From an optimization exercise on the open Yosys and OpenROAD flow, aimed at a short achievable clock period and few clock cycles; shortcuts taken in it are not production practice.
RTL that was checked went through simulation tests only; none was proved equivalent to the original.
Power figures rest on the tool's default switching activity, not on a simulated workload.

==> flow/design.v (excerpt) <==
module core (
    input clk,
    input reset,
    output [11:0] imem_addr,
    input [15:0] imem_data,
    output wb_valid,
    output [2:0] wb_reg,
    output [15:0] wb_data
);
clock: 6.0 ns
lec_check: 0
abc_area: 1
cap_margin: 20
core_margin: 2
core_utilization: 40
setup_slack_margin: 3.9
slew_margin: 20
tns_end_percent: 100
run.sh (not shown) runs the stock make flow with config.mk's settings and CLKGATE_MAP_FILE= SYNTH_SCRIPT=/design/flow/synth_recipe.tcl, a recipe that flattens the netlist after the stock synthesis.
The first run finished clean.
Testbench counts at the start, summed over its fixed seeds: cycles 66,324.
==> next run, changes <==
--- a/flow/design.v
+++ b/flow/design.v
@@ -334,21 +334,21 @@
         e_op   <= 8'd1 << d_opc;
         e_cond <= imem_data[3:2];
         e_tgt  <= imem_data[15:4];
         e_fall <= dpc + 12'd1;
         e_pc   <= dpc;
         e_hit  <= dhit;
         e_mask <= dmask;
         wbr    <= e_rx;
         fa_out <= first ? 12'd0 : fa_next;
         fa_cn  <= ~(first ? 12'd0 : fa_next);
-        if (ex_alu) wbd <= res;
+        wbd    <= res;      
         v_mask <= e_mask;
         v_fall <= e_fall;
         k_c    <= C;
         k_chz  <= chz;
         w_rx   <= e_rx;
         i_key  <= r_key;
         i_del  <= e_pc ^ (r_key + 12'd1);
         i_mask <= r_mask;
         i_sel  <= wsel;
         i_upd  <= upd;
What happened:
- The changed run completed without violations
- clock-buffer cell count rose by 7
- cell count falls by 2.0%
- worst setup slack improves by 0.070 ns
- routed wire length went down by 3.4%
- final area goes down by 4.1%
For the second run of this note, only the layout was checked, not whether the RTL still works.

========
Another version of the RTL of core (not shown whole).
For scale: ~50 I/O pins, ~31000 um^2 of cells after synthesis.
## core
module core (
    input clk,
    input reset,
    output [11:0] imem_addr,
    input [15:0] imem_data,
    output wb_valid,
    output [2:0] wb_reg,
    output [15:0] wb_data
);
clock: 6.0 ns
lec_check: 0
cap_margin: 20
core_margin: 2
core_utilization: 40
setup_slack_margin: 3.5
slew_margin: 20
tns_end_percent: 100
Then changed:
--- a/flow/design.v
+++ b/flow/design.v
@@ -150,17 +150,16 @@
     reg        dhit;            
     reg [3:0]  dmask;           
     reg        ev, e_alu, e_br;
     reg [2:0]  e_rx;
     reg [15:0] e_a, e_b;        
     reg [15:0] e_na, e_nb;      
     reg [15:0] e_bx;            
     reg [15:0] e_nbx;           
-    reg [3:0]  e_sl_lo, e_sl_hi, e_sr_lo_n, e_sr_hi_n;    
     reg        e_sub, e_ar;     
     reg [7:0]  e_op;            
     reg [1:0]  e_cond;
     reg [11:0] e_tgt, e_fall, e_pc;
     reg        e_hit;
     reg [3:0]  e_mask;
     reg        vv;              
     reg [3:0]  v_mask;
@@ -202,49 +201,29 @@
     wire        cy_out;
     wire [15:0] g_ab = ~(e_na | e_nbx);
     wire [15:0] t_ab = ~(e_na & e_nbx);
     bitty_carry16 u_cy (.g0(g_ab), .p(t_ab), .cin(e_sub), .c(cy), .cout(cy_out));
     wire [15:0] p_ab = a ^ e_bx;
     wire        ge, le;
     bitty_geq16 u_ge (.x(a), .y(e_nb), .cout(ge));    
     bitty_geq16 u_le (.x(b), .y(e_na), .cout(le));    
-    reg  [15:0] s1l, s1r, r_shl, r_shr;
-    wire [3:0]  e_sr_lo = ~e_sr_lo_n;
-    wire [3:0]  e_sr_hi = ~e_sr_hi_n;
-    wire [15:0] a_r     = ~e_na;          
-    integer q, j;
-    always @(*) begin
-        for (q = 0; q < 16; q = q + 1) begin
-            s1l[q] = 1'b0; s1r[q] = 1'b0;
-            for (j = 0; j < 4; j = j + 1) begin
-                if (q - j >= 0)  s1l[q] = s1l[q] | (e_sl_lo[j] & a[q-j]);
-                if (q + j <= 15) s1r[q] = s1r[q] | (e_sr_lo[j] & a_r[q+j]);
-            end
-        end
-        for (q = 0; q < 16; q = q + 1) begin
-            r_shl[q] = 1'b0; r_shr[q] = 1'b0;
-            for (j = 0; j < 4; j = j + 1) begin
-                if (q - 4*j >= 0)  r_shl[q] = r_shl[q] | (e_sl_hi[j] & s1l[q-4*j]);
-                if (q + 4*j <= 15) r_shr[q] = r_shr[q] | (e_sr_hi[j] & s1r[q+4*j]);
-            end
-        end
-    end
+    wire        b_big = |b[15:4];
+    wire [15:0] r_shl = b_big ? 16'd0 : (a << b[3:0]);
+    wire [15:0] r_shr = b_big ? 16'd0 : (a >> b[3:0]);
     wire [15:0] r_cmp = {14'd0, ~ge, ~le};
     wire [15:0] oth = ({16{e_op[2]}} & (a & b))
                     | ({16{e_op[3]}} & (a | b))
                     | ({16{e_op[4]}} & p_ab)
                     | ({16{e_op[5]}} & r_shl)
                     | ({16{e_op[6]}} & r_shr)
                     | ({16{e_op[7]}} & r_cmp);
     wire        hz_sum = ~(cy[2] ^ p_ab[2]) & ~|(p_ab[15:3] ^ t_ab[14:2]);
     wire        hz_oth = ~|oth[15:2];
     wire        hz     = e_ar ? hz_sum : hz_oth;
-    wire        hz4_sum = ~(cy[4] ^ p_ab[4]) & ~|(p_ab[15:5] ^ t_ab[14:4]);
-    wire        hz4     = e_ar ? hz4_sum : ~|oth[15:4];
     wire [15:0] res0 = ({16{e_ar}} &  p_ab) | oth;    
     wire [15:0] res1 = ({16{e_ar}} & ~p_ab) | oth;    
     wire [15:0] res  = (cy & res1) | (~cy & res0);
     wire e_commit = ev & ~mis_v;
     wire do_alu   = e_commit & e_alu;
     wire ex_alu   = ev & e_alu;       
     wire [3:0] cond_oh = 4'd1 << e_cond;
     wire taken   = e_br & |(cond_oh[2:0] & ccls[2:0]);
@@ -280,20 +259,16 @@
     wire [2:0] d_opc = imem_data[4:2];
     wire       ex_wr = ev & e_alu;    
     wire       fwd_a = ex_wr & (e_rx == rx);
     wire       fwd_b = ex_wr & (e_rx == ry) & ~fmt[0];
     wire [15:0] ra   = (w_v & (w_rx == rx)) ? C : R[rx];
     wire [15:0] rb   = fmt[0] ? {8'd0, imem_data[12:5]} : (w_v & (w_rx == ry)) ? C : R[ry];
     wire [15:0] d_a  = fwd_a ? res : ra;
     wire [15:0] d_b  = fwd_b ? res : rb;
-    wire [3:0]  d_sa  = fwd_b ? res[3:0] : rb[3:0];
-    wire        d_big = fwd_b ? ~hz4 : |rb[15:4];
-    wire [3:0]  d_lo  = 4'd1 << d_sa[1:0];
-    wire [3:0]  d_hi  = d_big ? 4'd0 : (4'd1 << d_sa[3:2]);
     wire       d_sub = (d_opc == 3'd1) | (d_opc == 3'd7);
     wire [15:0] a1   = fwd_a ? res1 : ra;
     wire [15:0] a0   = fwd_a ? res0 : ra;
     wire [15:0] b1   = fwd_b ? res1 : rb;
     wire [15:0] b0   = fwd_b ? res0 : rb;
     wire [15:0] bx1  = b1 ^ {16{d_sub}};
     wire [15:0] bx0  = b0 ^ {16{d_sub}};
     integer i;
@@ -345,20 +320,16 @@
         e_br   <= (fmt == 2'b10) & (imem_data[3:2] != 2'b11);
         e_rx   <= rx;
         e_a    <= (cy & a1) | (~cy & a0);
         e_b    <= (cy & b1) | (~cy & b0);
         e_nb   <= ~((cy & b1) | (~cy & b0));
         e_na   <= ~((cy & a1) | (~cy & a0));
         e_bx   <= (cy & bx1) | (~cy & bx0);
         e_nbx  <= ~((cy & bx1) | (~cy & bx0));
-        e_sl_lo <= d_lo;
-        e_sl_hi <= d_hi;
-        e_sr_lo_n <= ~d_lo;
-        e_sr_hi_n <= ~d_hi;
         e_sub  <= d_sub;
         e_ar   <= ~d_opc[2] & ~d_opc[1];
         e_op   <= 8'd1 << d_opc;
         e_cond <= imem_data[3:2];
         e_tgt  <= imem_data[15:4];
         e_fall <= dpc + 12'd1;
         e_pc   <= dpc;
         e_hit  <= dhit;
What happened: Routed wire length decreases slightly; final area falls slightly; total power came out lower by roughly a tenth; die area grows slightly; via count stays flat; sequential power came out lower by a little under a tenth; combinational power is lower by roughly a tenth; global-route usage shrinks by 0.81 points; synthesized cell count hardly moves; utilization falls by 1.8 points; register-to-register slack improves by 0.47 ns.
No run of this note included a check of the RTL's function; only the layout flow was run.

========
The RTL this note starts from:
==> flow/design.v <==
module bitty_add16 (
    input  [15:0] a,
    input  [15:0] b,
    input         cin,
    output [15:0] s,
    output        cout
);
    wire [15:0] p = a ^ b;
    wire [15:0] g0 = a & b;
    wire [15:0] g1, p1, g2, p2, g3, p3, g4, p4;
    wire [15:0] gi = {g0[15:1], g0[0] | (p[0] & cin)};
    genvar i;
    generate
        for (i = 0; i < 16; i = i + 1) begin : l1
            if (i >= 1) begin : a1
                assign g1[i] = gi[i] | (p[i] & gi[i-1]);
                assign p1[i] = p[i] & p[i-1];
            end else begin : b1
                assign g1[i] = gi[i];
                assign p1[i] = p[i];
            end
        end
        for (i = 0; i < 16; i = i + 1) begin : l2
            if (i >= 2) begin : a2
                assign g2[i] = g1[i] | (p1[i] & g1[i-2]);
                assign p2[i] = p1[i] & p1[i-2];
            end else begin : b2
                assign g2[i] = g1[i];
                assign p2[i] = p1[i];
            end
        end
        for (i = 0; i < 16; i = i + 1) begin : l3
            if (i >= 4) begin : a3
                assign g3[i] = g2[i] | (p2[i] & g2[i-4]);
                assign p3[i] = p2[i] & p2[i-4];
            end else begin : b3
                assign g3[i] = g2[i];
                assign p3[i] = p2[i];
            end
        end
        for (i = 0; i < 16; i = i + 1) begin : l4
            if (i >= 8) begin : a4
                assign g4[i] = g3[i] | (p3[i] & g3[i-8]);
                assign p4[i] = p3[i] & p3[i-8];
            end else begin : b4
                assign g4[i] = g3[i];
                assign p4[i] = p3[i];
            end
        end
    endgenerate
    assign s    = p ^ {g4[14:0], cin};
    assign cout = g4[15];
endmodule
module core (
    input clk,
    input reset,
    output [11:0] imem_addr,
    input [15:0] imem_data,
    output wb_valid,
    output [2:0] wb_reg,
    output [15:0] wb_data
);
    reg [11:0] fa;              
    reg        dv;              
    reg [11:0] dpc;             
    reg        dhit;            
    reg [3:0]  dmask;           
    reg        ev, e_alu, e_br;
    reg [2:0]  e_rx;
    reg [15:0] e_a, e_b, e_bx;
    reg        e_sub;
    reg [7:0]  e_op;            
    reg [1:0]  e_cond;
    reg [11:0] e_tgt, e_fall, e_pc;
    reg        e_hit;
    reg [3:0]  e_mask;
    reg        vv;              
    reg [3:0]  v_mask;
    reg [11:0] v_fall;
    reg        r_act, r_len;    
    reg [11:0] r_key;
    reg [3:0]  r_mask;
    reg [15:0] R [0:7];
    reg [15:0] C;
    reg        wbv;
    reg [2:0]  wbr;
    reg        tv    [0:15];
    reg [7:0]  ttag  [0:15];
    reg [11:0] tnext [0:15];
    reg [3:0]  tmask [0:15];
    assign imem_addr = fa;
    assign wb_valid  = wbv;
    assign wb_reg    = wbr;
    assign wb_data   = C;
    wire c_hi0 = ~|C[15:2];
    wire [3:0] ccls = {~c_hi0, c_hi0 & C[1] & ~C[0], c_hi0 & ~C[1] & C[0], c_hi0 & ~C[1] & ~C[0]};
    wire mis_v = vv & ~|(v_mask & ccls);
    wire [15:0] a = e_a;
    wire [15:0] b = e_b;
    wire [15:0] r_sum;
    wire        c_out;
    bitty_add16 u_add (.a(a), .b(e_bx), .cin(e_sub), .s(r_sum), .cout(c_out));
    wire        lt    = ~c_out;
    wire        eq    = (a == b);
    wire        b_big = |b[15:4];
    wire [15:0] r_shl = b_big ? 16'd0 : (a << b[3:0]);
    wire [15:0] r_shr = b_big ? 16'd0 : (a >> b[3:0]);
    wire [15:0] r_cmp = {14'd0, lt, ~lt & ~eq};
    wire [15:0] res = ({16{e_op[0] | e_op[1]}} & r_sum)
                    | ({16{e_op[2]}} & (a & b))
                    | ({16{e_op[3]}} & (a | b))
                    | ({16{e_op[4]}} & (a ^ b))
                    | ({16{e_op[5]}} & r_shl)
                    | ({16{e_op[6]}} & r_shr)
                    | ({16{e_op[7]}} & r_cmp);
    wire e_commit = ev & ~mis_v;
    wire do_alu   = e_commit & e_alu;
    wire [3:0] cond_oh = 4'd1 << e_cond;
    wire taken   = e_br & |(cond_oh[2:0] & ccls[2:0]);
    wire e_ok    = |(e_mask & ccls);
    wire mis_e   = e_commit & ~e_alu & (e_hit ? ~e_ok : taken);
    wire mis     = mis_v | mis_e;
    wire [11:0] raddr = mis_v ? v_fall : (taken ? e_tgt : e_fall);
    wire [3:0] k_br  = ~e_br ? 4'b1111 : (taken ? cond_oh : ~cond_oh);
    wire [3:0] k_grp = k_br & ((e_hit & e_ok) ? e_mask : 4'b1111);
    wire [3:0]  fi   = fa[3:0];
    wire        hit  = tv[fi] & (ttag[fi] == fa[11:4]);
    wire [11:0] fa_next = mis ? raddr : hit ? tnext[fi] : fa + 12'd1;
    wire [1:0] fmt = imem_data[1:0];
    wire [2:0] rx  = imem_data[15:13];
    wire [2:0] ry  = imem_data[12:10];
    wire [2:0] d_opc = imem_data[4:2];
    wire       ex_wr = ev & e_alu;    
    wire       fwd_a = ex_wr & (e_rx == rx);
    wire       fwd_b = ex_wr & (e_rx == ry);
    wire [15:0] d_b  = fmt[0] ? {8'd0, imem_data[12:5]} : fwd_b ? res : R[ry];
    wire       d_sub = (d_opc == 3'd1) | (d_opc == 3'd7);
    integer i;
    always @(posedge clk or posedge reset) begin
        if (reset) begin
            fa <= 12'd0; dv <= 1'b0;
            ev <= 1'b0;
            vv <= 1'b0;
            r_act <= 1'b0;
            for (i = 0; i < 8; i = i + 1) R[i] <= 16'h0001;
            C <= 16'h0001;
            wbv <= 1'b0;
            for (i = 0; i < 16; i = i + 1) tv[i] <= 1'b0;
        end else begin
            fa    <= fa_next;
            dv    <= ~mis;
            ev     <= dv & ~mis;
            wbv <= do_alu;
            if (do_alu) begin
                C       <= res;
                R[e_rx] <= res;
            end
            vv     <= do_alu & e_hit;
            if (e_commit) begin
                r_act <= 1'b1;
                if (e_alu && r_act && r_len)
                    tv[r_key[3:0]] <= 1'b1;
            end
        end
    end
    always @(posedge clk) begin
        dpc    <= fa;
        dhit   <= hit;
        dmask  <= tmask[fi];
        e_alu  <= ~fmt[1];
        e_br   <= (fmt == 2'b10) & (imem_data[3:2] != 2'b11);
        e_rx   <= rx;
        e_a    <= fwd_a ? res : R[rx];
        e_b    <= d_b;
        e_bx   <= d_sub ? ~d_b : d_b;
        e_sub  <= d_sub;
        e_op   <= 8'd1 << d_opc;
        e_cond <= imem_data[3:2];
        e_tgt  <= imem_data[15:4];
        e_fall <= dpc + 12'd1;
        e_pc   <= dpc;
        e_hit  <= dhit;
        e_mask <= dmask;
        wbr    <= e_rx;
        v_mask <= e_mask;
        v_fall <= e_fall;
        if (e_commit) begin
            if (e_alu) begin
                if (r_act && r_len) begin
                    ttag[r_key[3:0]]  <= r_key[11:4];
                    tnext[r_key[3:0]] <= e_pc;
                    tmask[r_key[3:0]] <= r_mask;
                end
                r_len  <= 1'b0;
                r_key  <= e_pc;
                r_mask <= 4'b1111;
            end else begin
                r_len  <= 1'b1;
                if (!r_act) r_key <= e_pc;
                r_mask <= (r_act ? r_mask : 4'b1111) & k_grp;
            end
        end
    end
endmodule
Settings: LEC_CHECK=0, ABC_CLOCK_PERIOD_IN_PS=2000, CAP_MARGIN=20, CORE_MARGIN=2, CORE_UTILIZATION=40, SETUP_SLACK_MARGIN=3.5, SLEW_MARGIN=20, TNS_END_PERCENT=100; clock period 6.0 ns.
Edit:
--- a/flow/design.v
+++ b/flow/design.v
@@ -65,12 +65,11 @@
     reg [11:0] dpc;             
     reg        dhit;            
     reg [3:0]  dmask;           
     reg        ev, e_alu, e_br;
     reg [2:0]  e_rx;
-    reg [15:0] e_a, e_b, e_bx;
-    reg        e_sub;
+    reg [15:0] e_a, e_b;
     reg [7:0]  e_op;            
     reg [1:0]  e_cond;
     reg [11:0] e_tgt, e_fall, e_pc;
     reg        e_hit;
     reg [3:0]  e_mask;
@@ -95,20 +94,22 @@
     wire c_hi0 = ~|C[15:2];
     wire [3:0] ccls = {~c_hi0, c_hi0 & C[1] & ~C[0], c_hi0 & ~C[1] & C[0], c_hi0 & ~C[1] & ~C[0]};
     wire mis_v = vv & ~|(v_mask & ccls);
     wire [15:0] a = e_a;
     wire [15:0] b = e_b;
-    wire [15:0] r_sum;
-    wire        c_out;
-    bitty_add16 u_add (.a(a), .b(e_bx), .cin(e_sub), .s(r_sum), .cout(c_out));
-    wire        lt    = ~c_out;
+    wire [15:0] r_add, r_sub;
+    wire        c_add, c_sub;
+    bitty_add16 u_add (.a(a), .b(b),  .cin(1'b0), .s(r_add), .cout(c_add));
+    bitty_add16 u_sub (.a(a), .b(~b), .cin(1'b1), .s(r_sub), .cout(c_sub));
+    wire        lt    = ~c_sub;
     wire        eq    = (a == b);
     wire        b_big = |b[15:4];
     wire [15:0] r_shl = b_big ? 16'd0 : (a << b[3:0]);
     wire [15:0] r_shr = b_big ? 16'd0 : (a >> b[3:0]);
     wire [15:0] r_cmp = {14'd0, lt, ~lt & ~eq};
-    wire [15:0] res = ({16{e_op[0] | e_op[1]}} & r_sum)
+    wire [15:0] res = ({16{e_op[0]}} & r_add)
+                    | ({16{e_op[1]}} & r_sub)
                     | ({16{e_op[2]}} & (a & b))
                     | ({16{e_op[3]}} & (a | b))
                     | ({16{e_op[4]}} & (a ^ b))
                     | ({16{e_op[5]}} & r_shl)
                     | ({16{e_op[6]}} & r_shr)
@@ -131,12 +132,10 @@
     wire [2:0] ry  = imem_data[12:10];
     wire [2:0] d_opc = imem_data[4:2];
     wire       ex_wr = ev & e_alu;    
     wire       fwd_a = ex_wr & (e_rx == rx);
     wire       fwd_b = ex_wr & (e_rx == ry);
-    wire [15:0] d_b  = fmt[0] ? {8'd0, imem_data[12:5]} : fwd_b ? res : R[ry];
-    wire       d_sub = (d_opc == 3'd1) | (d_opc == 3'd7);
     integer i;
     always @(posedge clk or posedge reset) begin
         if (reset) begin
             fa <= 12'd0; dv <= 1'b0;
             ev <= 1'b0;
@@ -169,13 +168,11 @@
         dmask  <= tmask[fi];
         e_alu  <= ~fmt[1];
         e_br   <= (fmt == 2'b10) & (imem_data[3:2] != 2'b11);
         e_rx   <= rx;
         e_a    <= fwd_a ? res : R[rx];
-        e_b    <= d_b;
-        e_bx   <= d_sub ? ~d_b : d_b;
-        e_sub  <= d_sub;
+        e_b    <= fmt[0] ? {8'd0, imem_data[12:5]} : fwd_b ? res : R[ry];
         e_op   <= 8'd1 << d_opc;
         e_cond <= imem_data[3:2];
         e_tgt  <= imem_data[15:4];
         e_fall <= dpc + 12'd1;
         e_pc   <= dpc;
Critical path depth is lower by 1.
Total power grows by 8.8%.
Worst setup slack improved by 0.11 ns.
Sequential share of layout area goes down by 0.83 points.
Final area hardly moves.
Routed wire length came out higher by 8.0%.
Die area is about the same.
Sequential power went up by 2.9%.
Count of clock-buffer cells in the layout is higher by 1.
No run of this note included a check of the RTL's function; only the layout flow was run.

-- re-timing with driven ports --
In the flow no input, the clock included, has a driving cell. The finished layouts below were timed again as built, in two steps.
Step 1: set_driving_cell puts a clkbuf_16 on clk and a buf_2 on each other input, an assumption about the parent block.
Step 2 also shifts input and output timing later by t, the mid clock arrival at the registers, as if the neighbouring blocks saw the same clock.
Three values: no drivers, after step 1, after step 2; two values: the first two.
run	t, ns	slack for setup (ns)	worst setup path at the end
the first run of note 1	0.684	3.593 / 3.527 / 2.940	input to register
the second run of note 1	0.685	3.664 / 3.603 / 3.091	input to register
the first run of note 2	0.680	2.747 / 2.747 / 2.139	input to register
the second run of note 2	0.679	3.218 / 3.218 / 2.601	input to register
the first run of note 3	0.674	2.749 / 2.749 / 2.607	input to register
the second run of note 3	0.692	2.862 / 2.862 / 2.709	input to register
After both steps every run listed still meets setup and hold. For the first run of note 1, which loses most, drivers alone change the setup slack by -0.066 ns; drivers and shift together by -0.653 ns.
